What follows belongs to an exercise in optimizing a design on an open flow for small area; a production flow would make more cautious choices.
The RTL was checked by simulation tests, not by an equivalence proof against the original design.
No activity file was given, so power comes from the tool's default toggle rates.

==> design/flow/design.v <==
module uart_fifo #(
    parameter HEAD_AT_COUNT = 0      
) (
    input               rst,
    input               clk,
    input               push,
    input               pop,
    input [7:0]         din,
    output [7:0]        dout,
    output              full,
    output              empty,
    output [3:0]        entry
);
    reg [7:0]   mem [7:0];
    reg [3:0]   count;
    logic       wen;
    logic       ren;
    logic [2:0] ridx;
    assign full  = count[3];
    assign empty = (count == 4'd0);
    assign entry = count;
    assign wen = ~full & push;
    assign ren = ~empty & pop;
    always @(posedge clk) begin
        if (rst) count <= 4'd0;
        else if (wen & ~ren) count <= count + 1'b1;
        else if (ren & ~wen) count <= count - 1'b1;
    end
    integer i;
    always @(posedge clk) begin
        if (wen) begin
            mem[0] <= din;
            for (i = 1; i < 8; i = i + 1) mem[i] <= mem[i-1];
        end
    end
    assign ridx = HEAD_AT_COUNT ? count[2:0] : count[2:0] - 1'b1;
    assign dout = mem[ridx];
endmodule
module uart_baud #(
    parameter SAMPLE = 1
) (
    input           clk,
    input [15:0]    cfg_div,
    input           baud_clear,
    output reg      baud_tick,
    output reg      baud_sample
);
    reg [15:0]      baud_cnt;
    logic           baud_cnt_fire;
    assign baud_cnt_fire = &baud_cnt;
    always @(posedge clk) begin
        if (baud_cnt_fire || baud_clear) baud_cnt <= cfg_div;
        else baud_cnt <= baud_cnt - 1'b1;
        baud_tick <= baud_cnt_fire;
    end
    generate
        if (SAMPLE) begin: sample_logic
            reg [11:0]  sample_cnt;
            reg         sample_ext;
            logic       sample_cnt_fire;
            logic       sample_load;
            assign sample_cnt_fire = sample_ext ? (&sample_cnt) : (sample_cnt == 12'd0);
            assign sample_load = sample_cnt_fire || baud_clear;
            always @(posedge clk) begin
                if (sample_load) sample_cnt <= cfg_div[15:4];
                else if (!sample_ext) sample_cnt <= sample_cnt - 1'b1;
                sample_ext <= sample_load & (&cfg_div[3:0]);
                baud_sample <= sample_cnt_fire;
            end
        end
        else begin: no_sample_logic
            always @* baud_sample = 1'b0;
        end
    endgenerate
endmodule
module uart_rx (
    input           clk,
    input           rst,
    input [15:0]    cfg_div,
    input           cfg_rxen,
    input           cfg_nstop,
    output reg       rx_valid,
    output reg [7:0] rx_data,
    input           uart_rxd
);
    logic           baud_tick;
    logic           baud_sample;
    logic           cnt_zero;
    logic           cycle_cnt_cmpl;
    logic           uart_rxd_synced;
    reg [1:0]       uart_rxd_sync;
    reg             baud_clear;
    reg [2:0]       cnt;
    localparam IDLE  = 0;
    localparam START = 1;
    localparam DATA  = 2;
    localparam STOP  = 3;
    reg [1:0]       state;
    logic [1:0]     state_next;
    assign cnt_zero = (cnt == 3'd0);
    assign cycle_cnt_cmpl = cnt_zero & baud_tick;
    always @(posedge clk) begin
        if (rst) uart_rxd_sync <= 2'b11;
        else begin
            uart_rxd_sync[0] <= uart_rxd;
            uart_rxd_sync[1] <= uart_rxd_sync[0];
        end
    end
    assign uart_rxd_synced = uart_rxd_sync[1];
    always @(*) begin
        state_next = state;
        case(state)
            IDLE:  if (!uart_rxd_synced & cfg_rxen) state_next = START;
            START: if (cnt_zero) state_next = DATA;
            DATA:  if (cycle_cnt_cmpl) state_next = STOP;
            STOP:  if (cycle_cnt_cmpl) state_next = IDLE;
        endcase
    end
    always @(posedge clk) begin
        if (rst) state <= IDLE;
        else state <= state_next;
    end
    always @(posedge clk) begin
        baud_clear <= (state == IDLE) | ((state == START) & cnt_zero);
        rx_valid <= (state == STOP) & cycle_cnt_cmpl;
        case(state)
            IDLE: begin
                cnt <= 3'd7;
            end
            START: begin
                if (cnt_zero) cnt <= 3'd7;
                else if (baud_sample) cnt <= cnt - 1'b1;
            end
            DATA: begin
                if (baud_tick) rx_data <= {uart_rxd_synced, rx_data[7:1]};
                if (cycle_cnt_cmpl) cnt <= {2'b0, cfg_nstop};
                else if (baud_tick) cnt <= cnt - 1'b1;
            end
            STOP: begin
                if (baud_tick) cnt <= cnt - 1'b1;
            end
        endcase
    end
    uart_baud #(.SAMPLE(1)) u_uart_baud(
        .clk            (clk),
        .cfg_div        (cfg_div),
        .baud_clear     (baud_clear),
        .baud_tick      (baud_tick),
        .baud_sample    (baud_sample)
    );
endmodule
module uart_tx (
    input           clk,
    input           rst,
    input [15:0]    cfg_div,
    input           cfg_txen,
    input           cfg_nstop,
    input           fifo_empty,
    input [7:0]     fifo_head,
    output          fifo_pop,
    output reg      uart_txd
);
    logic           req;
    logic           baud_tick;
    logic           cycle_cnt_cmpl;
    reg             tx_ready;
    reg             baud_clear;
    reg [7:0]       buffer;
    reg [2:0]       cycle_cnt;
    localparam IDLE  = 0;
    localparam START = 1;
    localparam DATA  = 2;
    localparam STOP  = 3;
    reg [1:0]       state;
    logic [1:0]     state_next;
    assign fifo_pop = ~fifo_empty & tx_ready;
    assign req = fifo_pop & cfg_txen;
    assign cycle_cnt_cmpl = (cycle_cnt == 3'd0) & baud_tick;
    always @(*) begin
        state_next = state;
        case(state)
            IDLE:  if (req) state_next = START;
            START: if (baud_tick) state_next = DATA;
            DATA:  if (cycle_cnt_cmpl) state_next = STOP;
            STOP:  if (cycle_cnt_cmpl) state_next = IDLE;
        endcase
    end
    always @(posedge clk) begin
        if (rst) state <= IDLE;
        else state <= state_next;
    end
    always @(posedge clk) begin
        baud_clear <= (state == IDLE);
        tx_ready <= (state == IDLE) & ~req;
        if (baud_tick) cycle_cnt <= cycle_cnt - 1'b1;
        case(state)
            IDLE: begin
                buffer <= fifo_head;
                uart_txd <= 1'b1;
            end
            START: begin
                uart_txd <= 1'b0;
                cycle_cnt <= 3'd7;
            end
            DATA: begin
                uart_txd <= buffer[0];
                if (baud_tick) buffer <= (buffer >> 1);
                if (cycle_cnt_cmpl) cycle_cnt <= {2'b0, cfg_nstop};
            end
            STOP: begin
                uart_txd <= 1'b1;
            end
        endcase
    end
    uart_baud #(.SAMPLE(0)) u_uart_baud(
        .clk            (clk),
        .cfg_div        (cfg_div),
        .baud_clear     (baud_clear),
        .baud_tick      (baud_tick),
        .baud_sample    ()
    );
endmodule
module avalon_uart (
    input               clk,
    input               rst,
    input               avn_read,
    input               avn_write,
    input [4:0]         avn_address,
    input [31:0]        avn_writedata,
    output reg [31:0]   avn_readdata,
    output              avn_waitrequest,
    output              int_txwm,
    output              int_rxwm,
    output              uart_txd,
    input               uart_rxd
);
    logic           rx_valid;
    logic [7:0]     rx_data;
    logic           txfifo_push;
    logic           txfifo_pop;
    logic [7:0]     txfifo_dout;
    logic           txfifo_full;
    logic           txfifo_empty;
    logic [3:0]     txfifo_entry;
    logic           rxfifo_pop;
    logic [7:0]     rxfifo_dout;
    logic           rxfifo_full;
    logic           rxfifo_empty;
    logic [3:0]     rxfifo_entry;
    reg             txdata_valid;
    reg             txdata_full;
    reg [7:0]       txdata_data;
    reg [2:0]       txctrl_txcnt;
    reg             txctrl_nstop;
    reg             txctrl_txen;
    reg [2:0]       rxctrl_rxcnt;
    reg             rxctrl_rxen;
    reg             ie_rxwm;
    reg             ie_txwm;
    reg             ip_rxwm;
    reg             ip_txwm;
    reg [15:0]      div_div;
    reg [2:0]       rd_sel;
    reg             rd_flag;
    reg [1:0]       rd_ip;
    logic           addr_ok;
    logic           txdata_write;
    logic           txctrl_write;
    logic           rxctrl_write;
    logic           ie_write;
    logic           div_write;
    assign addr_ok = (avn_address[1:0] == 2'b00) & (avn_address[4:2] != 3'd7);
    assign txdata_write = avn_write & (avn_address == 5'h00);
    assign txctrl_write = avn_write & (avn_address == 5'h08);
    assign rxctrl_write = avn_write & (avn_address == 5'h0C);
    assign ie_write     = avn_write & (avn_address == 5'h10);
    assign div_write    = avn_write & (avn_address == 5'h18);
    always @(posedge clk) begin
        if (rst) begin
            txdata_data <= 8'b0;
            txctrl_txcnt <= 3'b0;
            txctrl_nstop <= 1'b0;
            txctrl_txen <= 1'b0;
            rxctrl_rxcnt <= 3'b0;
            rxctrl_rxen <= 1'b0;
            ie_rxwm <= 1'b0;
            ie_txwm <= 1'b0;
            div_div <= 16'b0;
        end
        else begin
        if (txdata_write) begin
            txdata_data <= avn_writedata[7:0];
        end
        if (txctrl_write) begin
            txctrl_txcnt <= avn_writedata[18:16];
            txctrl_nstop <= avn_writedata[1];
            txctrl_txen <= avn_writedata[0];
        end
        if (rxctrl_write) begin
            rxctrl_rxcnt <= avn_writedata[18:16];
            rxctrl_rxen <= avn_writedata[0];
        end
        if (ie_write) begin
            ie_rxwm <= avn_writedata[1];
            ie_txwm <= avn_writedata[0];
        end
        if (div_write) begin
            div_div <= avn_writedata[15:0];
        end
        end
    end
    always @(posedge clk) begin
        txdata_full <= txfifo_full;
        ip_rxwm <= (rxfifo_entry > {1'b0, rxctrl_rxcnt}) & ie_rxwm;
        ip_txwm <= (txfifo_entry < {1'b0, txctrl_txcnt}) & ie_txwm;
    end
    always @(posedge clk) begin
        if (rst) txdata_valid <= 1'b0;
        else txdata_valid <= txdata_write;
    end
    always @(posedge clk) begin
        rd_sel  <= addr_ok ? avn_address[4:2] : 3'd0;
        rd_flag <= (avn_address == 5'h04) ? rxfifo_empty :
                   (addr_ok & (avn_address[4:2] != 3'd0)) ? 1'b0 : txdata_full;
        rd_ip   <= {ip_rxwm, ip_txwm};
    end
    always @* begin
        avn_readdata = 32'b0;
        avn_readdata[31] = rd_flag;
        case (rd_sel)
        3'd0: avn_readdata[7:0] = txdata_data;
        3'd1: avn_readdata[7:0] = rxfifo_dout;
        3'd2: begin
            avn_readdata[18:16] = txctrl_txcnt;
            avn_readdata[1:0] = {txctrl_nstop, txctrl_txen};
        end
        3'd3: begin
            avn_readdata[18:16] = rxctrl_rxcnt;
            avn_readdata[0] = rxctrl_rxen;
        end
        3'd4: avn_readdata[1:0] = {ie_rxwm, ie_txwm};
        3'd5: avn_readdata[1:0] = rd_ip;
        default: avn_readdata[15:0] = div_div;
        endcase
    end
    assign avn_waitrequest = 1'b0;
    assign int_txwm = ip_txwm;
    assign int_rxwm = ip_rxwm;
    assign txfifo_push = txdata_valid;
    assign rxfifo_pop  = (avn_address == 5'h04) & avn_read;
    uart_tx u_uart_tx (
        .clk        (clk),
        .rst        (rst),
        .cfg_div    (div_div),
        .cfg_txen   (txctrl_txen),
        .cfg_nstop  (txctrl_nstop),
        .fifo_empty (txfifo_empty),
        .fifo_head  (txfifo_dout),
        .fifo_pop   (txfifo_pop),
        .uart_txd   (uart_txd)
    );
    uart_rx u_uart_rx (
        .clk        (clk),
        .rst        (rst),
        .cfg_div    (div_div),
        .cfg_rxen   (rxctrl_rxen),
        .cfg_nstop  (txctrl_nstop),
        .rx_valid   (rx_valid),
        .rx_data    (rx_data),
        .uart_rxd   (uart_rxd)
    );
    uart_fifo #(.HEAD_AT_COUNT(0)) u_tx_fifo (
        .rst    (rst),
        .clk    (clk),
        .push   (txfifo_push),
        .pop    (txfifo_pop),
        .din    (txdata_data),
        .dout   (txfifo_dout),
        .full   (txfifo_full),
        .empty  (txfifo_empty),
        .entry  (txfifo_entry)
    );
    uart_fifo #(.HEAD_AT_COUNT(1)) u_rx_fifo (
        .rst    (rst),
        .clk    (clk),
        .push   (rx_valid),
        .pop    (rxfifo_pop),
        .din    (rx_data),
        .dout   (rxfifo_dout),
        .full   (rxfifo_full),
        .empty  (rxfifo_empty),
        .entry  (rxfifo_entry)
    );
endmodule
==> design/flow/flow/run.sh <==
#!/bin/bash
# Standard ORFS layout, with clock tree synthesis told not to add dummy
# loads and to build clusters of clkbuf_8.
set -euo pipefail
export CTS_ARGS="-sink_clustering_enable -repair_clock_nets -dont_use_dummy_load -buf_list sky130_fd_sc_hd__clkbuf_8 -sink_clustering_size 16 -sink_clustering_max_diameter 60"
bash standard.sh > standard.log 2>&1
==> design/flow/standard.sh <==
#!/bin/bash
# synth_recipe.tcl (not shown) runs the flow's synth.tcl, then flattens the netlist and writes it again
# the make line also repeats each setting of config.mk as NAME=value (left out here)
make -C /OpenROAD-flow-scripts/flow DESIGN_CONFIG=/design/flow/config.mk WORK_HOME=/design/flow/orfs CLKGATE_MAP_FILE= SYNTH_SCRIPT=/design/flow/synth_recipe.tcl "${@:-finish}"
==> design/flow/config.mk <==
export PLATFORM = sky130hd
export DESIGN_NAME = avalon_uart
export DESIGN_NICKNAME = avalon_uart
export VERILOG_FILES = /design/flow/design.v
export SDC_FILE = /design/flow/constraint.sdc
export NUM_CORES = 4
export LEC_CHECK = 0
export CAP_MARGIN = 20
export CORE_MARGIN = 2
export CORE_UTILIZATION = 40
export SLEW_MARGIN = 20
==> design/flow/constraint.sdc <==
create_clock -name core_clock -period 5.0 [get_ports {clk}]
set_input_delay 1.0000 -clock core_clock [delete_from_list [all_inputs] [get_ports {clk}]]
set_output_delay 1.0000 -clock core_clock [all_outputs]
set_load 0.01 [all_outputs]
==> results of run 1 <==
## sequential cells by signal, indices dropped and copies added (netlist names), 4 cells and up
register / count
div_div: 16
u_rx_fifo.mem: 64
u_uart_rx.u_uart_baud.baud_cnt: 16
u_tx_fifo.mem: 64
u_uart_tx.u_uart_baud.baud_cnt: 16
u_uart_rx.u_uart_baud.sample_logic.sample_cnt: 12
u_tx_fifo.count: 4
u_uart_tx.buffer: 8
u_uart_rx.rx_data: 8
u_rx_fifo.count: 4
txdata_data: 8
## synth_stat cells, drive strengths merged (9+ instances only)
library cell / n
edfxtp: 159
dfxtp: 103
nor2: 98
nand2: 76
o21ai: 71
mux2i: 59
a21oi: 41
inv: 34
buf: 33
ha: 30
xnor2: 26
clkbuf: 25
nor3: 18
xor2: 16
and3: 14
a22oi: 11
nand4: 11
a211oi: 9
mux4: 9
nand3: 9
or3: 9
## power by group
group | switching [uW] | internal, uW | leakage (uW)
logic | 941 | 827 | 0.00191
clock network | 675 | 462 | 0.000187
registers | 154 | 2480 | 0.00233
total | 1770 | 3770 | 0.00442
## through the flow
stage	power, uW	cell area [sq um]
3_5_place_dp	4450	12200
6_report	5540	12600
4_1_cts	5610	12600
5_1_grt	5920	12600
3_3_place_gp	4450	12200
2_1_floorplan	4120	11400
## layer usage
metal / vias to the layer above / part of all wire (%) / global-route usage, %
met5: - / 0 / 0
li1: 3538 / - / -
met1: 3396 / 49 / 23.0
met2: 113 / 44 / 24.7
met3: 39 / 3.8 / 2.48
met4: 0 / 2.7 / 4.41
## kinds of logic (layout without fill, tap and decap cells)
logic type,Yosys count,count (layout),share of synthesized area (%)
AOI/OAI and AO/OA,185,185,10.0
buffers and inverters,92,120,3.70
xor gates and xnor gates,42,42,3.23
muxes,75,75,7.66
other,1,13,0.0329
and+or+nand+nor,278,278,11.7
DFF,262,262,60.0
adders and majority gates,32,32,3.65
## path summary, 6_finish.rpt
path	endpoint	slack, ns
hold / removal	rd_ip[1]	0.37
hold reg to reg	rd_ip[1]	0.37
setup reg to reg	u_rx_fifo.count[3]	1.94
setup / recovery	avn_readdata[1]	1.0
## area by class of cell
| class | count | share of cell area, % |
|---|---|---|
| clock buffers | 26 | 2.85 |
| multi-input cells | 625 | 33.4 |
| well taps | 378 | 3.77 |
| inverters | 34 | 1.02 |
| repair buffers | 60 | 4.56 |
| flip-flops and latches | 262 | 54.4 |
==> key figures, run 1 <==
STA
  – Max Slew Vio Count: 0
  – Final number of hold-violating endpoints: 0
  – Total negative slack: 0 ns
  – Post-layout worst setup margin: 0.998 ns
  – Shortest period the worst path allows: 4.00 ns
  – Actual slew at the worst max-slew pin: 0.968 ns
  – Min Hold Slack: 0.374 ns
  – Peak clock frequency supported by timing: 0.250 GHz
  – Finish-stage setup viols: 0
  – Clock skew after layout: 0.0752 ns
  – RSZ-0062 raised after global routing: no
  – Worst slew margin relative to its limit: 35.5%
  – Post-route fraction of the period consumed by the critical path: 80.0%

Clocking
  – Clock latency of the later-clocked register in the worst-skew pair: 0.59 ns
  – Root Driver: sky130_fd_sc_hd__clkbuf_8
  – Sinks on the clock net: 262
  – Cts bufs inserted: 26
  – TritonCTS clock tree: built
  – Clock transition at path regs: 0.10 ns
  – Number of cells upsized or downsized after cts: 0
  – Number of buffers on the longest clock path: 3
  – Number of H-tree branching levels: 1
  – CTS Hold Bufs: 0
  – Post-CTS Setup Repair Bufs: 0

Detailed routing
  – 1st-iter DRT viols: 397
  – Number of nets still failing antenna checks after routing: 0
  – Total DRC errors in the routed layout: 0
  – WL/cell: 17.2 um
  – Via count: 7086
  – DR vias/cell: 5.12
  – Iteration count of the initial detailed-routing pass: 5
  – Post-detailed-routing wire length: 23800 um

Worst setup path
  – Critical Path, Cell by Cell: inv_1 > nor3_1 > a221oi_1 > o21ai_0 > o21a_1 > clkdlybuf4s50_1
  – Critical Path Source Type: flip-flop
  – Delay of the slowest critical-path stage: 0.86 ns
  – CP Launch Point: u_rx_fifo.count[0]
  – Worst Path Arrival: 3.00 ns
  – Required time of the critical path: 4.00 ns
  – Number of stages on the worst setup path: 6
  – Start of the worst register-to-register path: u_rx_fifo.count[0]
  – Category of the worst setup path capture point: output port
  – Logic depth of the worst register-to-register path: 10
  – Critical path fanouts, max: 21
  – Slowest CP cell: sky130_fd_sc_hd__dfxtp_1
  – Kind of critical path: flip-flop to output port
  – Worst path buffer plus inverter count: 2
  – CP top delay family: flip-flops

Min path
  – Worst Hold Class: flip-flop to flip-flop
  – Worst hold path depth: 0
  – Hold path startpoint: ip_rxwm

Placement
  – Placer congestion estimate: 0.823
  – Count of buffers inserted at the top-level ports: 51
  – Placed insts: 1359
  – Worst slack at placement: 1.48 ns
  – Post-detail-place hpwl: 15900 um

Final layout
  – Multi-input logic area: 4190 sq um
  – Register area: 6840 sq um
  – Layout cells sized above 1: 7.15%
  – Number of diodes added for antenna fixing: 0
  – Commonest cells after routing, fill and taps aside: sky130_fd_sc_hd__edfxtp_1 (159), sky130_fd_sc_hd__dfxtp_1 (103), sky130_fd_sc_hd__nor2_1 (97), sky130_fd_sc_hd__nand2_1 (76), sky130_fd_sc_hd__mux2i_1 (59)
  – Final Core Density: 45.0%
  – Non-filler instance count after layout: 1385
  – Most frequent standard cell in the layout excluding fill and tap cells: sky130_fd_sc_hd__edfxtp_1
  – Layout area overhead: 10.3%
  – Final #Nets: 1083
  – Filler cell count in the final layout: 2658

Global route
  – Number of global-route vias before repair: 6953
  – First-pass GRT wire length: 38400 um
  – Tot GR Track Use: 15.8%
  – Largest net degree at the start of global routing: 66
  – Total congestion overflow after global routing: 0
  – Antenna violations before repair: 0

Synthesis
  – Cells after Synth: 967
  – YS warnings: 9
  – Count of cell types in the netlist: 68
  – Area leader, netlist: sky130_fd_sc_hd__edfxtp_1
  – Leading post-synthesis cells by cell area: sky130_fd_sc_hd__edfxtp_1 (42%), sky130_fd_sc_hd__dfxtp_1 (18%), sky130_fd_sc_hd__mux2i_1 (5.2%)
  – Average footprint of a synthesized cell: 11.8 sq um
  – FFs w/ async S/R, synth: 0%
  – Dominant synthesized flop cell: sky130_fd_sc_hd__edfxtp_1
  – Post-Syn Area: 11400 sq um
  – Sequential area share after synthesis: 60.0%
  – Number of flops mapped to enable cells by yosys: 159
  – Post-synthesis register bit count: 262
  – Area fraction of the dominant cell type after synthesis: 41.9%

Status
  – Run status: timing/DRC/antenna clean

Die
  – Overall die height: 173 um
  – I/O pin total: 78
  – Die area: 29800 sq um
  – Site row count: 61
  – Total core area: 27900 sq um
  – Die width: 173 um
  – Effective utilization at floorplan: 40.8%

Power
  – Power density normalized to cell area: 441 nW/um^2
  – Maximum ir drop on the vdd rail: 0.000222 V
  – Leakage power total: 0.00442 uW

Flow run
  – Max cap viols: 0
==> run 2: changes to the inputs <==
==> design/flow/flow/run.sh (replaced) <==
#!/bin/bash
# Standard ORFS layout, with clock tree synthesis told not to add dummy
# loads and to build clusters of clkbuf_8, and ports buffered with buf_1.
set -euo pipefail
export CTS_ARGS="-sink_clustering_enable -repair_clock_nets -dont_use_dummy_load -buf_list sky130_fd_sc_hd__clkbuf_8 -sink_clustering_size 16 -sink_clustering_max_diameter 60"
export BUFFER_PORTS_ARGS="-buffer_cell sky130_fd_sc_hd__buf_1"
bash standard.sh > standard.log 2>&1
==> run 2 against run 1 <==
Net effect: combinational power barely moved; sequential power is essentially flat; setup slack improved by 0.21 ns; core utilization fell by 1.2 points; hold slack improved by 0.014 ns; largest power group unchanged; highest routed layer unchanged.
==> key figures, run 2 <==
STA
  – Clock skew after layout: 0.0428 ns (-0.0324 ns)
  – Post-route fraction of the period consumed by the critical path: 75.8% (-4.2 points)
  – Finish-stage setup viols: 0 (unchanged)
  – Shortest period the worst path allows: 3.79 ns (-0.212 ns)
  – Peak clock frequency supported by timing: 0.264 GHz (+5.6%)
  – Total negative slack: 0 ns (unchanged)
  – Max Slew Vio Count: 0 (unchanged)
  – Actual slew at the worst max-slew pin: 0.978 ns (+0.0106 ns)
  – RSZ-0062 raised after global routing: no
  – Worst slew margin relative to its limit: 34.8% (-0.71 points)
  – Post-layout worst setup margin: 1.21 ns (+0.212 ns)
  – Final number of hold-violating endpoints: 0 (unchanged)

Clocking
  – Sinks on the clock net: 262 (unchanged)
  – Number of H-tree branching levels: 1 (unchanged)
  – Root Driver: sky130_fd_sc_hd__clkbuf_8
  – Post-CTS Setup Repair Bufs: 0 (unchanged)
  – Clock latency of the later-clocked register in the worst-skew pair: 0.56 ns (-0.03 ns)
  – Number of cells upsized or downsized after cts: 0 (unchanged)
  – TritonCTS clock tree: built
  – Cts bufs inserted: 24 (-7.7%)
  – CTS Hold Bufs: 0 (unchanged)
  – Clock transition at path regs: 0.09 ns (about the same)
  – Number of buffers on the longest clock path: 3 (unchanged)

Power
  – Clock group share of total power: 20.0% (-0.5 points)
  – Maximum ir drop on the vdd rail: 0.000286 V (+29%)
  – Fraction of power consumed by sequential logic: 48.0% (+0.4 points)
  – Leakage power total: 0.00429 uW (-3.1%)
  – Fraction of power spent switching nets: 32.3% (+0.35 points)
  – Internal power component: 3720 uW (-1.4%)
  – Power density normalized to cell area: 449 nW/um^2 (+1.8%)
  – Net switching component of the power: 1770 uW (+0.15%)
  – Combinational cell fraction of total power: 32.0% (about the same)

Worst setup path
  – Critical Path, Cell by Cell: buf_4 > nand2b_1 > a2bb2oi_1 > a221oi_1 > o21ai_0 > o21a_1 > buf_1
  – Slowest CP cell: sky130_fd_sc_hd__dfxtp_1
  – Required time of the critical path: 4.00 ns (about the same)
  – Critical Path Source Type: flip-flop
  – CP top delay family: compound AO/OA/AOI/OAI gates
  – Delay of the slowest critical-path stage: 0.62 ns (-0.24 ns)
  – Kind of critical path: flip-flop to output port
  – Critical path fanouts, max: 13 (-38%)
  – Worst path buffer plus inverter count: 2 (unchanged)
  – Worst Path Arrival: 2.79 ns (-0.21 ns)
  – Category of the worst setup path capture point: output port

Placement
  – Worst slack at placement: 1.73 ns (+0.241 ns)
  – Placer congestion estimate: 0.800 (-2.7%)
  – Count of buffers inserted at the top-level ports: 51 (unchanged)
  – Post-detail-place hpwl: 16000 um (+0.19%)
  – Placed insts: 1360 (+0.074%)

Synthesis
  – Average footprint of a synthesized cell: 11.8 sq um (unchanged)
  – Sequential area share after synthesis: 60.0% (unchanged)
  – Count of cell types in the netlist: 68 (unchanged)
  – Most frequently used cell type in the post-synthesis netlist: sky130_fd_sc_hd__edfxtp_1
  – Number of flops mapped to enable cells by yosys: 159 (unchanged)
  – Most common library cells after synthesis: sky130_fd_sc_hd__edfxtp_1 (159), sky130_fd_sc_hd__dfxtp_1 (103), sky130_fd_sc_hd__nor2_1 (97), sky130_fd_sc_hd__nand2_1 (76), sky130_fd_sc_hd__mux2i_1 (59)
  – Dominant synthesized flop cell: sky130_fd_sc_hd__edfxtp_1
  – YS warnings: 9 (unchanged)
  – Leading post-synthesis cells by cell area: sky130_fd_sc_hd__edfxtp_1 (42%), sky130_fd_sc_hd__dfxtp_1 (18%), sky130_fd_sc_hd__mux2i_1 (5.2%)
  – Post-synthesis register bit count: 262 (unchanged)
  – Area leader, netlist: sky130_fd_sc_hd__edfxtp_1
  – FFs w/ async S/R, synth: 0% (unchanged)
  – Cells after Synth: 967 (unchanged)
  – Post-Syn Area: 11400 sq um (unchanged)
  – Area fraction of the dominant cell type after synthesis: 41.9% (unchanged)

Final layout
  – Final #Nets: 1082 (-0.092%)
  – Layout area overhead: 7.35%
  – Most frequent standard cell in the layout excluding fill and tap cells: sky130_fd_sc_hd__edfxtp_1
  – Layout cells sized above 1: 7.06% (-0.092 points)
  – Final Core Density: 43.8% (-1.2 points)
  – Commonest cells after routing, fill and taps aside: sky130_fd_sc_hd__edfxtp_1 (159), sky130_fd_sc_hd__dfxtp_1 (103), sky130_fd_sc_hd__nor2_1 (97), sky130_fd_sc_hd__nand2_1 (76), sky130_fd_sc_hd__mux2i_1 (59)
  – Multi-input logic area: 4190 sq um (unchanged)
  – Non-filler instance count after layout: 1384 (-0.072%)
  – Number of diodes added for antenna fixing: 0 (unchanged)
  – Register area: 6840 sq um (unchanged)
  – Largest regs: u_rx_fifo.mem (64), u_tx_fifo.mem (64)
  – Filler cell count in the final layout: 2690 (+1.2%)

Detailed routing
  – Total DRC errors in the routed layout: 0 (unchanged)
  – Post-detailed-routing wire length: 23800 um (about the same)
  – Number of nets still failing antenna checks after routing: 0 (unchanged)
  – WL/cell: 17.2 um (about the same)
  – Iteration count of the initial detailed-routing pass: 5 (unchanged)
  – 1st-iter DRT viols: 518 (+30%)
  – Via count: 7174 (+1.2%)
  – DR vias/cell: 5.18 (+1.3%)

Die
  – Total core area: 27900 sq um (unchanged)
  – I/O pin total: 78 (unchanged)
  – Site row count: 61 (unchanged)
  – Overall die height: 173 um (unchanged)
  – Die width: 173 um (unchanged)
  – Effective utilization at floorplan: 40.8% (unchanged)
  – Die area: 29800 sq um (unchanged)

Global route
  – Tot GR Track Use: 15.8% (-0.027 points)
  – First-pass GRT wire length: 38400 um (+0.11%)
  – Total congestion overflow after global routing: 0 (unchanged)
  – Antenna violations before repair: 0 (unchanged)
  – Largest net degree at the start of global routing: 66 (unchanged)
  – Number of global-route vias before repair: 6955 (+0.029%)

Flow run
  – Max cap viols: 0 (unchanged)

Min path
  – Worst Hold Class: flip-flop to flip-flop

Status
  – Run status: timing/DRC/antenna clean
[run 2: cells by family after synthesis]
| kind of cell | Yosys count | synth area share (%) |
|---|---|---|
| buffers and inverters | 92 | 3.70 |
| AO/OA/AOI/OAI | 185 | 10.0 |
| flip-flops | 262 | 60.0 |
| adder cells (fa/ha/maj) | 32 | 3.65 |
| XOR/XNOR | 42 | 3.23 |
| other | 1 | 0.0329 |
| AND/OR/NAND/NOR | 278 | 11.7 |
| multiplexers | 75 | 7.66 |
[run 2: per-layer routing]
layer  track usage (%)  part of all wire (%)  routed length [um]  vias to the layer above
li1                  -                     -                   -                     3546
met1              22.9                    49               11700                     3470
met2              25.2                    45               10700                      123
met3              2.13                   3.6                 858                       35
met4              3.92                   2.1                 497                        0
met5                 0                     0                   0                        -
[run 2: final timing paths]
check,startpoint,end,slack (ns),cells after the start
max,u_rx_fifo.count[1],avn_readdata[1],1.21,7
min,ip_rxwm,rd_ip[1],0.39,0
max reg2reg,u_rx_fifo.count[0],u_rx_fifo.count[3],1.94,10
min reg2reg,ip_rxwm,rd_ip[1],0.39,0
[run 2: power by group through the flow]
stage               clock (uW)  sequential (uW)  combinational, uW
CTS                       1140             2630               1770
global placement             0             2680               1740
detailed placement           0             2680               1760
global route              1220             2660               1990
finish                    1100             2630               1760
floorplan                    0             2650               1470
[run 2: area by class of cell]
type                    instances  area share (%)
clock buffers                  24            2.70
inverters                      34            1.04
flip-flops and latches        262            55.9
well taps                     378            3.87
repair buffers                 61            2.19
multi-input cells             625            34.3
[run 2: per-stage QoR]
stage | power, uW | instance area (sq um) | hold slack, ns
final | 5490 | 12200 | 0.387
after global routing | 5870 | 12200 | 0.398
after CTS | 5550 | 12200 | 0.391
after detailed placement | 4440 | 11900 | 0.382
after global placement | 4420 | 11900 | 0.384
after floorplan | 4120 | 11400 | 0.382
==> run 3: changes to the inputs <==
==> design/flow/run.sh (new file) <==
#!/bin/bash
# synth_recipe.tcl (not shown) runs the flow's synth.tcl, then flattens the netlist and writes it again
# the make line also repeats each setting of config.mk as NAME=value (left out here)
make -C /OpenROAD-flow-scripts/flow DESIGN_CONFIG=/design/flow/config.mk WORK_HOME=/design/flow/orfs CLKGATE_MAP_FILE= SYNTH_SCRIPT=/design/flow/synth_recipe.tcl finish
removed: design/flow/flow/run.sh
removed: design/flow/standard.sh
==> run 3 against run 2 <==
Net effect: combinational power is essentially flat; still clean; wire length up 0.87%; first-iteration DRC count is 16% lower; clock-buffer cell count up 21; non-clock buffer count fell by 1; maximum frequency is 4.8% lower; largest cell class unchanged; critical path depth shrank 1; synthesized cell count unchanged; largest power group unchanged; register-to-register slack about the same.
==> key figures, run 3 <==
Status
  – Run status: timing/DRC/antenna clean

Detailed routing
  – Total DRC errors in the routed layout: 0 (unchanged)
  – 1st-iter DRT viols: 437 (-16%)
  – Post-detailed-routing wire length: 24000 um (+0.87%)
  – Iteration count of the initial detailed-routing pass: 6 (+1)
  – WL/cell: 17.0 um (-1.2%)
  – Number of nets still failing antenna checks after routing: 0 (unchanged)
  – DR vias/cell: 5.08 (-2.0%)
  – Via count: 7177 (+0.042%)

Clocking
  – Cts bufs inserted: 29 (+21%)
  – Number of buffers on the longest clock path: 3 (unchanged)
  – Clock latency of the later-clocked register in the worst-skew pair: 0.55 ns (about the same)
  – Clock transition at path regs: 0.06 ns (-0.03 ns)
  – Root Driver: sky130_fd_sc_hd__clkbuf_16
  – TritonCTS clock tree: built
  – Number of cells upsized or downsized after cts: 0 (unchanged)
  – Sinks on the clock net: 262 (unchanged)
  – Number of H-tree branching levels: 1 (unchanged)
  – Post-CTS Setup Repair Bufs: 0 (unchanged)
  – CTS Hold Bufs: 0 (unchanged)

Die
  – Site row count: 61 (unchanged)
  – Die width: 173 um (unchanged)
  – Total core area: 27900 sq um (unchanged)
  – Overall die height: 173 um (unchanged)
  – I/O pin total: 78 (unchanged)
  – Die area: 29800 sq um (unchanged)
  – Effective utilization at floorplan: 40.8% (unchanged)

Final layout
  – Layout cells sized above 1: 8.79% (+1.7 points)
  – Post-route cell area: 13100 sq um (+7.4%)
  – Non-filler instance count after layout: 1413 (+2.1%)
  – Most frequent standard cell in the layout excluding fill and tap cells: sky130_fd_sc_hd__edfxtp_1
  – Filler cell count in the final layout: 2588 (-3.8%)
  – Final #Nets: 1086 (+0.37%)
  – Largest regs: u_rx_fifo.mem (64), u_tx_fifo.mem (64)
  – Commonest cells after routing, fill and taps aside: sky130_fd_sc_hd__edfxtp_1 (159), sky130_fd_sc_hd__dfxtp_1 (103), sky130_fd_sc_hd__nor2_1 (97), sky130_fd_sc_hd__nand2_1 (76), sky130_fd_sc_hd__mux2i_1 (59)
  – Multi-input logic area: 4190 sq um (unchanged)
  – Number of diodes added for antenna fixing: 0 (unchanged)
  – Register area: 6840 sq um (unchanged)
  – Layout area overhead: 15.3%

Worst setup path
  – Critical path fanouts, max: 21 (+8)
  – Logic depth of the worst register-to-register path: 10 (unchanged)
  – Kind of critical path: flip-flop to output port
  – Start of the worst register-to-register path: u_rx_fifo.count[0]
  – Category of the worst setup path capture point: output port
  – Worst Path Arrival: 2.98 ns (+0.19 ns)
  – Required time of the critical path: 4.00 ns (about the same)
  – Worst reg2reg path endpoint: u_rx_fifo.count[3]
  – Setup slack on the worst flop-to-flop path: 1.95 ns (about the same)
  – Critical Path Source Type: flip-flop

STA
  – Peak clock frequency supported by timing: 0.251 GHz (-4.8%)
  – Total negative slack: 0 ns (unchanged)
  – Post-route fraction of the period consumed by the critical path: 79.6% (+3.8 points)
  – Actual slew at the worst max-slew pin: 0.995 ns (+0.0165 ns)
  – Final number of hold-violating endpoints: 0 (unchanged)
  – Clock skew after layout: 0.0130 ns (-0.0298 ns)
  – Finish-stage setup viols: 0 (unchanged)
  – Worst slew margin relative to its limit: 33.7% (-1.1 points)
  – Shortest period the worst path allows: 3.98 ns (+0.189 ns)
  – RSZ-0062 raised after global routing: no
  – Max Slew Vio Count: 0 (unchanged)
  – Post-layout worst setup margin: 1.02 ns (-0.189 ns)

Placement
  – Placer congestion estimate: 0.823 (+2.8%)
  – Post-detail-place hpwl: 15900 um (-0.19%)
  – Area post-placement: 12200 sq um (+2.6%)
  – Worst slack at placement: 1.48 ns (-0.241 ns)
  – Count of buffers inserted at the top-level ports: 51 (unchanged)
  – Placed insts: 1359 (-0.074%)

Global route
  – Antenna violations before repair: 0 (unchanged)
  – Total congestion overflow after global routing: 0 (unchanged)
  – Number of global-route vias before repair: 6981 (+0.37%)
  – Tot GR Track Use: 16.0% (+0.19 points)
  – Largest net degree at the start of global routing: 66 (unchanged)
  – First-pass GRT wire length: 38800 um (+0.99%)

Synthesis
  – YS warnings: 9 (unchanged)
  – Most frequently used cell type in the post-synthesis netlist: sky130_fd_sc_hd__edfxtp_1
  – Most common library cells after synthesis: sky130_fd_sc_hd__edfxtp_1 (159), sky130_fd_sc_hd__dfxtp_1 (103), sky130_fd_sc_hd__nor2_1 (97), sky130_fd_sc_hd__nand2_1 (76), sky130_fd_sc_hd__mux2i_1 (59)
  – Dominant synthesized flop cell: sky130_fd_sc_hd__edfxtp_1
  – Area leader, netlist: sky130_fd_sc_hd__edfxtp_1
  – Sequential area share after synthesis: 60.0% (unchanged)
  – Leading post-synthesis cells by cell area: sky130_fd_sc_hd__edfxtp_1 (42%), sky130_fd_sc_hd__dfxtp_1 (18%), sky130_fd_sc_hd__mux2i_1 (5.2%)
  – Average footprint of a synthesized cell: 11.8 sq um (unchanged)
  – Post-Syn Area: 11400 sq um (unchanged)
  – Number of flops mapped to enable cells by yosys: 159 (unchanged)
  – FFs w/ async S/R, synth: 0% (unchanged)
  – Post-synthesis register bit count: 262 (unchanged)
  – Area fraction of the dominant cell type after synthesis: 41.9% (unchanged)
  – Count of cell types in the netlist: 68 (unchanged)
  – Cells after Synth: 967 (unchanged)

Min path
  – Hold path startpoint: ip_rxwm
  – Worst hold path depth: 0 (unchanged)
  – Worst Hold Class: flip-flop to flip-flop
  – Worst hold endpoint: rd_ip[1]

Power
  – Leakage power total: 0.00470 uW (+9.6%)
  – Power density normalized to cell area: 493 nW/um^2 (+9.9%)
  – Maximum ir drop on the vdd rail: 0.000263 V (-8.2%)

Flow run
  – Max cap viols: 0 (unchanged)
## run 3: changes by cell type in the layout (fill, tap and decap cells not counted), sizes merged
cell | previous run | this run
inv | 34 | 36
clkbuf | 25 | 45
bufinv | 0 | 1
clkinv | 0 | 6
clkdlybuf4s50 | 0 | 50
buf | 60 | 10
## run 3: worst max path at each step
stage,startpoint,to,slack [ns],depth (start not counted)
global route,u_rx_fifo.count[0],avn_readdata[1],0.79,6
detailed placement,avn_address[2],u_rx_fifo.count[3],1.48,11
finish,u_rx_fifo.count[0],avn_readdata[1],1.02,6
global placement,avn_address[2],u_rx_fifo.count[3],1.49,11
floorplan,u_rx_fifo.count[3],u_rx_fifo.count[3],1.29,9
CTS,u_rx_fifo.count[0],avn_readdata[1],0.94,6
## run 3: per-stage QoR
step,utilization [%],power (uW),hold slack (ns)
CTS,47.0,6550,0.400
global placement,43.7,4450,0.393
floorplan,-,4120,0.382
finish,47.0,6480,0.401
global route,47.0,6880,0.408
detailed placement,43.7,4450,0.389
## run 3: report_power, final
part	switching, uW	leakage [uW]	internal [uW]
Clock	842	0.000465	1220
Combinational	944	0.00191	827
Sequential	155	0.00233	2490
Total	1940	0.00470	4540
## run 3: layout make-up
| type | count | area share (%) |
|---|---|---|
| Clock buffer | 45 | 6.51 |
| Multi-Input combinational cell | 625 | 31.9 |
| Inverter | 34 | 0.972 |
| Sequential cell | 262 | 52.0 |
| Clock inverter | 9 | 0.591 |
| Tap cell | 378 | 3.60 |
| Timing Repair Buffer | 60 | 4.36 |
## run 3: layer usage
metal	vias to the layer above	track usage (%)	wire length [um]
li1	3576	-	-
met1	3441	23.1	11800
met2	116	24.8	10600
met3	44	2.51	919
met4	0	4.91	607
met5	-	0	0
## run 3: cells by family after synthesis
kind of cell	count (synthesis)	synth area share, %
and+or+nand+nor	278	11.7
DFF	262	60.0
AOI/OAI and AO/OA	185	10.0
buffers and inverters	92	3.70
muxes	75	7.66
xor gates and xnor gates	42	3.23
adders and majority gates	32	3.65
other	1	0.0329
## run 3: worst max-delay path, stage by stage, from the launching register on
cell and delay (ns):
sky130_fd_sc_hd__dfxtp_1 0.86, sky130_fd_sc_hd__inv_1 0.26, sky130_fd_sc_hd__nor3_1 0.24, sky130_fd_sc_hd__a221oi_1 0.07, sky130_fd_sc_hd__o21ai_0 0.26, sky130_fd_sc_hd__o21a_1 0.19
sky130_fd_sc_hd__clkdlybuf4s50_1 0.55
==> run 4: changes to the inputs <==
==> design/flow/flow/run.sh (new file) <==
#!/bin/bash
# The standard ORFS layout with three changes:
# - ABC maps the logic for area (flow/abc_area_map.script: dch + amap)
#   instead of ORFS's speed script; registers are mapped before ABC, so
#   they are the standard synthesis's.
# - clock tree synthesis adds no dummy loads and builds clusters of
#   clkbuf_8.
# - ports are buffered with buf_1.
set -euo pipefail
here=$(pwd)
rm -rf "$here/scripts"
cp -r "$FLOW_HOME/scripts" "$here/scripts"
cp "$here/flow/abc_area_map.script" "$here/scripts/abc_area_map.script"
sed -i 's#/abc_speed.script#/abc_area_map.script#' "$here/scripts/synth_preamble.tcl"
grep -q abc_area_map.script "$here/scripts/synth_preamble.tcl"
export SCRIPTS_DIR="$here/scripts"
export CTS_ARGS="-sink_clustering_enable -repair_clock_nets -dont_use_dummy_load -buf_list sky130_fd_sc_hd__clkbuf_8 -sink_clustering_size 16 -sink_clustering_max_diameter 60"
export BUFFER_PORTS_ARGS="-buffer_cell sky130_fd_sc_hd__buf_1"
bash standard.sh > standard.log 2>&1
==> design/flow/flow/abc_area_map.script (new file) <==
strash
dch -f
amap
topo
==> design/flow/standard.sh (new file) <==
#!/bin/bash
# synth_recipe.tcl (not shown) runs the flow's synth.tcl, then flattens the netlist and writes it again
# the make line also repeats each setting of config.mk as NAME=value (left out here)
make -C /OpenROAD-flow-scripts/flow DESIGN_CONFIG=/design/flow/config.mk WORK_HOME=/design/flow/orfs CLKGATE_MAP_FILE= SYNTH_SCRIPT=/design/flow/synth_recipe.tcl "${@:-finish}"
removed: design/flow/run.sh
==> run 4 against run 3 <==
Net effect: final area down 11%; largest cell class unchanged; final cell count fell by 3.7%; maximum frequency is 6.2% lower; clock skew increased by 0.023 ns; hold slack worse by 0.020 ns; still clean; sequential power grew 7%; clock-buffer cell count decreased by 21; combinational power decreased by 6%; sequential share of layout area is 6.5 points higher; area after synthesis is 6.3% lower; sequential cell count is the same.
==> key figures, run 4 <==
Status
  – Run status: timing/DRC/antenna clean

Detailed routing
  – 1st-iter DRT viols: 736 (+68%)
  – Post-detailed-routing wire length: 23100 um (-3.7%)
  – WL/cell: 17.0 um (about the same)
  – Total DRC errors in the routed layout: 0 (unchanged)
  – DR vias/cell: 5.34 (+5.2%)
  – Number of nets still failing antenna checks after routing: 0 (unchanged)
  – Iteration count of the initial detailed-routing pass: 16 (+10)
  – Via count: 7274 (+1.4%)

Final layout
  – Commonest cells after routing, fill and taps aside: sky130_fd_sc_hd__edfxtp_1 (159), sky130_fd_sc_hd__clkinv_1 (103), sky130_fd_sc_hd__dfxtp_1 (103), sky130_fd_sc_hd__a21oi_1 (87), sky130_fd_sc_hd__nor2_1 (87)
  – Filler cell count in the final layout: 2482 (-4.1%)
  – Layout area overhead: 9.44%
  – Final Core Density: 44.7% (-2.3 points)
  – Most frequent standard cell in the layout excluding fill and tap cells: sky130_fd_sc_hd__edfxtp_1
  – Largest regs: u_rx_fifo.mem (64), u_tx_fifo.mem (64)
  – Number of diodes added for antenna fixing: 0 (unchanged)
  – Non-filler instance count after layout: 1361 (-3.7%)
  – Final #Nets: 1102 (+1.5%)
  – Layout cells sized above 1: 4.19% (-4.6 points)

Worst setup path
  – Setup slack on the worst flop-to-flop path: 1.75 ns (-0.20 ns)
  – Category of the worst setup path capture point: output port
  – Required time of the critical path: 4.00 ns (about the same)
  – Kind of critical path: flip-flop to output port
  – Worst Path Arrival: 3.24 ns (+0.26 ns)
  – Critical path fanouts, max: 8 (-62%)
  – Critical Path Source Type: flip-flop

Power
  – Leakage power total: 0.00382 uW (-19%)
  – Maximum ir drop on the vdd rail: 0.000247 V (-6.1%)
  – Power density normalized to cell area: 478 nW/um^2 (-3.1%)

Placement
  – Worst slack at placement: 1.35 ns (-0.138 ns)
  – Placer congestion estimate: 0.793 (-3.6%)
  – Placed insts: 1335 (-1.8%)
  – Post-detail-place hpwl: 16100 um (+1.3%)
  – Count of buffers inserted at the top-level ports: 51 (unchanged)

Clocking
  – Sinks on the clock net: 262 (unchanged)
  – Number of H-tree branching levels: 1 (unchanged)
  – Cts bufs inserted: 24 (-17%)
  – Number of cells upsized or downsized after cts: 0 (unchanged)
  – Number of buffers on the longest clock path: 3 (unchanged)
  – CTS Hold Bufs: 0 (unchanged)
  – TritonCTS clock tree: built
  – Root Driver: sky130_fd_sc_hd__clkbuf_8
  – Clock latency of the later-clocked register in the worst-skew pair: 0.55 ns (about the same)
  – Post-CTS Setup Repair Bufs: 0 (unchanged)
  – Clock transition at path regs: 0.09 ns (+0.03 ns)

Synthesis
  – Most common library cells after synthesis: sky130_fd_sc_hd__edfxtp_1 (159), sky130_fd_sc_hd__clkinv_1 (103), sky130_fd_sc_hd__dfxtp_1 (103), sky130_fd_sc_hd__a21oi_1 (87), sky130_fd_sc_hd__nor2_1 (87)
  – Number of flops mapped to enable cells by yosys: 159 (unchanged)
  – Post-Syn Area: 10700 sq um (-6.3%)
  – Dominant synthesized flop cell: sky130_fd_sc_hd__edfxtp_1
  – FFs w/ async S/R, synth: 0% (unchanged)
  – Most frequently used cell type in the post-synthesis netlist: sky130_fd_sc_hd__edfxtp_1
  – Cells after Synth: 939 (-2.9%)
  – Sequential area share after synthesis: 64.1% (+4.0 points)
  – Leading post-synthesis cells by cell area: sky130_fd_sc_hd__edfxtp_1 (45%), sky130_fd_sc_hd__dfxtp_1 (19%), sky130_fd_sc_hd__a21oi_1 (4.1%)
  – Post-synthesis register bit count: 262 (unchanged)
  – Area fraction of the dominant cell type after synthesis: 44.7% (+2.8 points)
  – Area leader, netlist: sky130_fd_sc_hd__edfxtp_1
  – YS warnings: 9 (unchanged)
  – Count of cell types in the netlist: 44 (-35%)
  – Average footprint of a synthesized cell: 11.4 sq um (-3.5%)

STA
  – Worst slew margin relative to its limit: 27.6% (-6.1 points)
  – Max Slew Vio Count: 0 (unchanged)
  – RSZ-0062 raised after global routing: no
  – Clock skew after layout: 0.0357 ns (+0.0227 ns)
  – Actual slew at the worst max-slew pin: 1.08 ns (+0.0837 ns)
  – Finish-stage setup viols: 0 (unchanged)
  – Min Hold Slack: 0.381 ns (-0.0200 ns)
  – Shortest period the worst path allows: 4.24 ns (+0.261 ns)
  – Peak clock frequency supported by timing: 0.236 GHz (-6.2%)
  – Post-route fraction of the period consumed by the critical path: 84.8% (+5.2 points)
  – Final number of hold-violating endpoints: 0 (unchanged)
  – Post-layout worst setup margin: 0.759 ns (-0.261 ns)
  – Total negative slack: 0 ns (unchanged)

Flow run
  – Max cap viols: 0 (unchanged)

Global route
  – Total congestion overflow after global routing: 0 (unchanged)
  – Number of global-route vias before repair: 6802 (-2.6%)
  – Antenna violations before repair: 0 (unchanged)
  – First-pass GRT wire length: 36700 um (-5.3%)
  – Largest net degree at the start of global routing: 66 (unchanged)
  – Tot GR Track Use: 16.3% (+0.35 points)

Die
  – I/O pin total: 78 (unchanged)
  – Effective utilization at floorplan: 40.8% (+0.063 points)
  – Site row count: 59 (-3.3%)
  – Die width: 167 um (-3.1%)
  – Die area: 28000 sq um (-6.2%)
  – Overall die height: 167 um (-3.1%)
  – Total core area: 26100 sq um (-6.4%)

Min path
  – Worst Hold Class: flip-flop to flip-flop
run 4: kinds of logic (layout without fill, tap and decap cells):
family	count (synthesis)	in the layout	share of synthesized area, %
AO/OA/AOI/OAI	295	295	17.6
flip-flops	262	262	64.1
AND/OR/NAND/NOR	231	231	9.75
buffers and inverters	117	192	4.61
adder cells (fa/ha/maj)	32	32	3.89
other	1	13	0.0351
XOR/XNOR	1	1	0.0821
run 4: stage by stage:
stage               instance area, sq um  total power, uW
floorplan                          10700             4120
global placement                   11300             4490
detailed placement                 11300             4520
CTS                                11700             5620
global route                       11700             6010
finish                             11700             5580
run 4: routing by layer:
metal | up-vias | routed length (um) | global-route usage (%) | part of all wire (%)
met4 | 0 | 442 | 3.29 | 1.9
met3 | 36 | 1100 | 2.72 | 4.8
met1 | 3401 | 10800 | 22.9 | 47
li1 | 3672 | - | - | -
met2 | 165 | 10800 | 27.0 | 47
met5 | - | 0 | 0 | 0
run 4: area by class of cell:
class	count	area [sq um]	area share (%)
timing repair buffer	65	292	2.50
clock buffer	24	330	2.83
inverter	103	387	3.31
tap	335	419	3.59
multi-input combinational	572	3420	29.2
sequential	262	6840	58.5
run 4: power by group:
group          switching [uW]  internal (uW)  total (uW)  leakage, uW
logic                    1030            637        1660      0.00134
clock network             664            429        1090     0.000173
registers                 223           2600        2830      0.00231
total                    1910           3670        5580      0.00382
run 4: final timing paths:
check | cells after the start | endpoint | from
worst max register to register | 12 | u_rx_fifo.count[3] | u_rx_fifo.count[1]
worst max-delay path | 7 | avn_readdata[0] | u_rx_fifo.count[0]
worst min-delay path | 0 | rd_ip[0] | ip_txwm
worst min register to register | 0 | rd_ip[0] | ip_txwm
run 4: critical path: stages, from the launching register on:
cell and delay [ns]:
sky130_fd_sc_hd__dfxtp_1 0.51, sky130_fd_sc_hd__clkinv_1 0.28, sky130_fd_sc_hd__nor3_1 0.84, sky130_fd_sc_hd__a222oi_1 0.20, sky130_fd_sc_hd__a41oi_1 0.41, sky130_fd_sc_hd__a21oi_1 0.08, sky130_fd_sc_hd__o211ai_1 0.19, sky130_fd_sc_hd__buf_1 0.20
==> run 5: changes to the inputs <==
--- a/design/flow/design.v
+++ b/design/flow/design.v
@@ -79,7 +79,7 @@
     input [15:0]    cfg_div,
     input           cfg_rxen,
     input           cfg_nstop,
-    output reg       rx_valid,
+    output logic     rx_valid,
     output reg [7:0] rx_data,
     input           uart_rxd
 );
@@ -107,6 +107,7 @@
         end
     end
     assign uart_rxd_synced = uart_rxd_sync[1];
+    assign rx_valid = (state == IDLE) & ~baud_clear;
     always @(*) begin
         state_next = state;
         case(state)
@@ -122,7 +123,6 @@
     end
     always @(posedge clk) begin
         baud_clear <= (state == IDLE) | ((state == START) & cnt_zero);
-        rx_valid <= (state == STOP) & cycle_cnt_cmpl;
         case(state)
             IDLE: begin
                 cnt <= 3'd7;
@@ -163,7 +163,7 @@
     logic           req;
     logic           baud_tick;
     logic           cycle_cnt_cmpl;
-    reg             tx_ready;
+    logic           tx_ready;
     reg             baud_clear;
     reg [7:0]       buffer;
     reg [2:0]       cycle_cnt;
@@ -173,6 +173,7 @@
     localparam STOP  = 3;
     reg [1:0]       state;
     logic [1:0]     state_next;
+    assign tx_ready = (state == IDLE) & baud_clear;
     assign fifo_pop = ~fifo_empty & tx_ready;
     assign req = fifo_pop & cfg_txen;
     assign cycle_cnt_cmpl = (cycle_cnt == 3'd0) & baud_tick;
@@ -191,7 +192,6 @@
     end
     always @(posedge clk) begin
         baud_clear <= (state == IDLE);
-        tx_ready <= (state == IDLE) & ~req;
         if (baud_tick) cycle_cnt <= cycle_cnt - 1'b1;
         case(state)
             IDLE: begin
@@ -203,8 +203,7 @@
                 cycle_cnt <= 3'd7;
             end
             DATA: begin
-                uart_txd <= buffer[0];
-                if (baud_tick) buffer <= (buffer >> 1);
+                uart_txd <= buffer[~cycle_cnt];
                 if (cycle_cnt_cmpl) cycle_cnt <= {2'b0, cfg_nstop};
             end
             STOP: begin
@@ -262,7 +261,6 @@
     reg [15:0]      div_div;
     reg [2:0]       rd_sel;
     reg             rd_flag;
-    reg [1:0]       rd_ip;
     logic           addr_ok;
     logic           txdata_write;
     logic           txctrl_write;
@@ -315,21 +313,29 @@
         ip_txwm <= (txfifo_entry < {1'b0, txctrl_txcnt}) & ie_txwm;
     end
     always @(posedge clk) begin
-        if (rst) txdata_valid <= 1'b0;
-        else txdata_valid <= txdata_write;
+        txdata_valid <= txdata_write;
     end
     always @(posedge clk) begin
-        rd_sel  <= addr_ok ? avn_address[4:2] : 3'd0;
-        rd_flag <= (avn_address == 5'h04) ? rxfifo_empty :
-                   (addr_ok & (avn_address[4:2] != 3'd0)) ? 1'b0 : txdata_full;
-        rd_ip   <= {ip_rxwm, ip_txwm};
+        if (addr_ok & (avn_address[4:2] == 3'd5)) begin
+            rd_sel  <= {1'b1, ip_rxwm, 1'b1};
+            rd_flag <= ip_txwm;
+        end
+        else begin
+            rd_sel  <= addr_ok ? avn_address[4:2] : 3'd0;
+            rd_flag <= (avn_address == 5'h04) ? rxfifo_empty : txdata_full;
+        end
     end
     always @* begin
         avn_readdata = 32'b0;
-        avn_readdata[31] = rd_flag;
         case (rd_sel)
-        3'd0: avn_readdata[7:0] = txdata_data;
-        3'd1: avn_readdata[7:0] = rxfifo_dout;
+        3'd0: begin
+            avn_readdata[31] = rd_flag;
+            avn_readdata[7:0] = txdata_data;
+        end
+        3'd1: begin
+            avn_readdata[31] = rd_flag;
+            avn_readdata[7:0] = rxfifo_dout;
+        end
         3'd2: begin
             avn_readdata[18:16] = txctrl_txcnt;
             avn_readdata[1:0] = {txctrl_nstop, txctrl_txen};
@@ -339,8 +345,8 @@
             avn_readdata[0] = rxctrl_rxen;
         end
         3'd4: avn_readdata[1:0] = {ie_rxwm, ie_txwm};
-        3'd5: avn_readdata[1:0] = rd_ip;
-        default: avn_readdata[15:0] = div_div;
+        3'd6: avn_readdata[15:0] = div_div;
+        default: avn_readdata[1:0] = {rd_sel[1], rd_flag};
         endcase
     end
     assign avn_waitrequest = 1'b0;
--- a/design/flow/flow/run.sh
+++ b/design/flow/flow/run.sh
@@ -1,6 +1,6 @@
 #!/bin/bash
 # The standard ORFS layout with three changes:
-# - ABC maps the logic for area (flow/abc_area_map.script: dch + amap)
+# - ABC maps the logic for area (flow/abc_area_map.script: dc2, dch, amap)
 #   instead of ORFS's speed script; registers are mapped before ABC, so
 #   they are the standard synthesis's.
 # - clock tree synthesis adds no dummy loads and builds clusters of
==> design/flow/flow/abc_area_map.script (replaced) <==
strash
dc2
dch -f
amap -F 4 -A 8
topo
--- a/design/flow/config.mk
+++ b/design/flow/config.mk
@@ -8,4 +8,5 @@
 export CAP_MARGIN = 20
 export CORE_MARGIN = 2
 export CORE_UTILIZATION = 40
+export GPL_TIMING_DRIVEN = 0
 export SLEW_MARGIN = 20
==> run 5 against run 4 <==
Net effect: clock power is essentially flat; combinational power up 28%; sequential share of layout area shrank 1.0 points; synthesized cell count shrank 1.8%; largest cell class unchanged; still clean; sequential cell count is 4 lower; die area down 0.92%; register-to-register slack got worse by 0.74 ns; area after synthesis is 0.94% lower; final cell count decreased by 0.66%; clock skew increased by 0.023 ns; first-iteration DRC count down 23%.
==> key figures, run 5 <==
Synthesis
  – Count of cell types in the netlist: 36 (-18%)
  – Cells after Synth: 922 (-1.8%)
  – Area leader, netlist: sky130_fd_sc_hd__edfxtp_1
  – Simple-gate share of the synthesized area: 9.07% (-0.69 points)
  – Xor/xnor share of the synthesized area: 0% (-0.082 points)
  – Most common library cells after synthesis: sky130_fd_sc_hd__edfxtp_1 (159), sky130_fd_sc_hd__clkinv_1 (124), sky130_fd_sc_hd__dfxtp_1 (99), sky130_fd_sc_hd__nor2_1 (96), sky130_fd_sc_hd__a21oi_1 (69)
  – Adder-Cell Fraction of Synth Area: 4.17% (+0.27 points)
  – Sequential area share after synthesis: 63.9% (-0.15 points)
  – Post-synthesis compound-gate area fraction: 17.5% (-0.070 points)
  – Leading post-synthesis cells by cell area: sky130_fd_sc_hd__edfxtp_1 (45%), sky130_fd_sc_hd__dfxtp_1 (19%), sky130_fd_sc_hd__clkinv_1 (4.4%)
  – Dominant combinational cell family by area after synthesis: compound AO/OA/AOI/OAI gates
  – Most frequently used cell type in the post-synthesis netlist: sky130_fd_sc_hd__edfxtp_1
  – FFs w/ async S/R, synth: 0% (unchanged)
  – YS warnings: 9 (unchanged)
  – Number of flops mapped to enable cells by yosys: 159 (unchanged)
  – Post-Syn Area: 10600 sq um (-0.94%)
  – Average footprint of a synthesized cell: 11.5 sq um (+0.89%)
  – Post-synthesis register bit count: 258 (-1.5%)
  – Dominant synthesized flop cell: sky130_fd_sc_hd__edfxtp_1
  – Area fraction of the dominant cell type after synthesis: 45.2% (+0.42 points)
  – Fraction of synthesized area in multiplexers: 0% (unchanged)

STA
  – RSZ-0062 raised after global routing: no
  – Actual slew at the worst max-slew pin: 1.13 ns (+0.0536 ns)
  – Shortest period the worst path allows: 4.71 ns (+0.468 ns)
  – Final number of hold-violating endpoints: 0 (unchanged)
  – Worst slew margin relative to its limit: 24.0% (-3.6 points)
  – Max Slew Vio Count: 0 (unchanged)
  – Total negative slack: 0 ns (unchanged)
  – Peak clock frequency supported by timing: 0.212 GHz (-9.9%)
  – Finish-stage setup viols: 0 (unchanged)
  – Post-route fraction of the period consumed by the critical path: 94.2% (+9.4 points)
  – Post-layout worst setup margin: 0.291 ns (-0.468 ns)
  – Clock skew after layout: 0.0590 ns (+0.0233 ns)

Min path
  – Worst Hold Class: flip-flop to flip-flop
  – Hold path startpoint: u_uart_rx.uart_rxd_sync[0]

Power
  – Leakage power total: 0.00384 uW (+0.48%)
  – Total power consumption of the routed design: 6350 uW (+14%)
  – Power density normalized to cell area: 540 nW/um^2 (+13%)
  – Maximum ir drop on the vdd rail: 0.000262 V (+6.2%)

Final layout
  – Layout cells sized above 1: 5.71% (+1.5 points)
  – Commonest cells after routing, fill and taps aside: sky130_fd_sc_hd__edfxtp_1 (159), sky130_fd_sc_hd__clkinv_1 (124), sky130_fd_sc_hd__dfxtp_1 (99), sky130_fd_sc_hd__nor2_1 (95), sky130_fd_sc_hd__a21oi_1 (69)
  – Multi-input logic area: 3370 sq um (-1.3%)
  – Post-route cell area: 11800 sq um (+0.63%)
  – Filler cell count in the final layout: 2476 (-0.24%)
  – Layout area overhead: 11.2%
  – Register area: 6760 sq um (-1.2%)
  – Final #Nets: 1094 (-0.73%)
  – Largest regs: u_rx_fifo.mem (64), u_tx_fifo.mem (64)
  – Most frequent standard cell in the layout excluding fill and tap cells: sky130_fd_sc_hd__edfxtp_1

Worst setup path
  – Required time of the critical path: 4.00 ns (about the same)
  – Critical path fanouts, max: 10 (+2)
  – Category of the worst setup path capture point: output port
  – Setup slack on the worst flop-to-flop path: 1.01 ns (-0.74 ns)
  – Critical Path Source Type: flip-flop
  – CP Launch Point: u_rx_fifo.count[1]
  – Start of the worst register-to-register path: u_rx_fifo.count[1]
  – Worst Path Arrival: 3.71 ns (+0.47 ns)
  – Kind of critical path: flip-flop to output port

Detailed routing
  – Post-detailed-routing wire length: 23900 um (+3.3%)
  – Total DRC errors in the routed layout: 0 (unchanged)
  – Iteration count of the initial detailed-routing pass: 5 (-11)
  – 1st-iter DRT viols: 567 (-23%)
  – Number of nets still failing antenna checks after routing: 0 (unchanged)
  – WL/cell: 17.6 um (+4.0%)
  – DR vias/cell: 5.46 (+2.2%)
  – Via count: 7388 (+1.6%)

Die
  – Overall die height: 167 um (-0.46%)
  – Site row count: 59 (unchanged)
  – Die width: 167 um (-0.46%)
  – Effective utilization at floorplan: 40.7% (-0.15 points)
  – Total core area: 26000 sq um (-0.57%)
  – I/O pin total: 78 (unchanged)
  – Die area: 27700 sq um (-0.92%)

Clocking
  – TritonCTS clock tree: built
  – Number of H-tree branching levels: 1 (unchanged)
  – Sinks on the clock net: 258 (-1.5%)
  – Post-CTS Setup Repair Bufs: 0 (unchanged)
  – Number of cells upsized or downsized after cts: 0 (unchanged)
  – Clock latency of the later-clocked register in the worst-skew pair: 0.56 ns (about the same)
  – Cts bufs inserted: 24 (unchanged)
  – CTS Hold Bufs: 0 (unchanged)
  – Number of buffers on the longest clock path: 3 (unchanged)
  – Clock transition at path regs: 0.08 ns (about the same)
  – Root Driver: sky130_fd_sc_hd__clkbuf_8

Placement
  – Count of buffers inserted at the top-level ports: 51 (unchanged)
  – Post-detail-place hpwl: 16700 um (+3.7%)
  – Placer congestion estimate: 0.819 (+3.3%)
  – Worst slack at placement: 0.634 ns (-0.712 ns)
  – Area post-placement: 11400 sq um (+0.56%)

Global route
  – Total congestion overflow after global routing: 0 (unchanged)
  – Number of global-route vias before repair: 6931 (+1.9%)
  – First-pass GRT wire length: 37700 um (+2.6%)
  – Tot GR Track Use: 16.9% (+0.60 points)
  – Largest net degree at the start of global routing: 33 (-50%)
  – Antenna violations before repair: 1 (+1)

Flow run
  – Max cap viols: 0 (unchanged)

Status
  – Run status: timing/DRC/antenna clean
## run 5: changes by cell type after synthesis, sizes merged, moves of 5 or more
cell / change
nand2: -27
a21oi: -18
nor2: +9
o2111ai: +5
clkinv: +21
o22ai: +15
o21ai: -14
nand4: +5
a222oi: +10
a22o: -6
or3: +9
or2: -7
## run 5: power by group
| group | switching, uW | internal [uW] |
|---|---|---|
| Sequential | 337 | 2800 |
| Clock | 650 | 428 |
| Combinational | 1320 | 808 |
| Total | 2310 | 4030 |
## run 5: kinds of logic (layout without fill, tap and decap cells)
family,Yosys count,in the layout
buffers and inverters,137,219
adder cells (fa/ha/maj),34,34
AND/OR/NAND/NOR,210,210
other,1,14
flip-flops,258,258
AO/OA/AOI/OAI,282,282
## run 5: worst max-delay path: stages (launching register included)
cell and delay, ns:
sky130_fd_sc_hd__dfxtp_1 0.42, sky130_fd_sc_hd__nor2_1 0.58, sky130_fd_sc_hd__clkinv_1 0.22, sky130_fd_sc_hd__nor2_2 0.45, sky130_fd_sc_hd__clkinv_1 0.44, sky130_fd_sc_hd__nor2_1 0.18
sky130_fd_sc_hd__nor2_1 0.08, sky130_fd_sc_hd__a222oi_1 0.50, sky130_fd_sc_hd__clkinv_1 0.13, sky130_fd_sc_hd__buf_1 0.16
## run 5: layout make-up
type	instances	share of cell area [%]
clock buffer	24	2.81
buffer	13	0.830
inverter	124	3.96
sequential	258	57.5
antenna	1	0.0213
tap	335	3.57
timing repair buffer	58	2.65
multi-input combinational	539	28.7
## run 5: final timing paths
check                                to  depth (start not counted)
max reg2reg          u_rx_fifo.count[3]                         15
min          u_uart_rx.uart_rxd_sync[1]                          1
min reg2reg  u_uart_rx.uart_rxd_sync[1]                          1
max                     avn_readdata[7]                          9
## run 5: layer usage
| layer | vias up | share of wire (%) | GRT usage, % | wire, um |
|---|---|---|---|---|
| met5 | - | 0 | 0 | 0 |
| met3 | 25 | 5.1 | 2.90 | 1220 |
| met2 | 181 | 46 | 27.2 | 10900 |
| li1 | 3671 | - | - | - |
| met4 | 0 | 1.8 | 3.64 | 435 |
| met1 | 3511 | 47 | 24.3 | 11300 |
## run 5: stage by stage
step,hold WS (ns),cells,util (%)
3_5_place_dp,0.405,1326,43.9
3_3_place_gp,0.396,1320,43.2
4_1_cts,0.425,1350,45.1
6_report,0.423,1352,45.2
5_1_grt,0.437,1351,45.2
2_1_floorplan,0.391,934,-

-- afterwards: timing with drivers on the ports --
No port has a modelled driver above. Below, the same layouts with a new extraction and two added sets of constraints. Step 1: set_driving_cell puts a clkbuf_16 on clk and a buf_2 on each other input, an assumption about the parent block. Step 2 also shifts input and output timing later by t, the mid clock arrival at the registers, as if the neighbouring blocks saw the same clock. Slacks: no drivers / after step 1 / after step 2; pairs: no drivers / after step 1.
run | t (ns) | setup slack, ns | cell pins on the clock port's net
run 1 | 0.588 | 0.998 / 0.950 / 1.432 | 1
run 2 | 0.573 | 1.210 / 1.163 / 1.736 | 1
run 3 | 0.591 | 1.020 / 0.968 / 1.405 | 1
run 4 | 0.580 | 0.759 / 0.713 / 1.293 | 1
run 5 | 0.570 | 0.291 / 0.247 / 0.817 | 1
After both steps setup and hold are still met in every run listed.
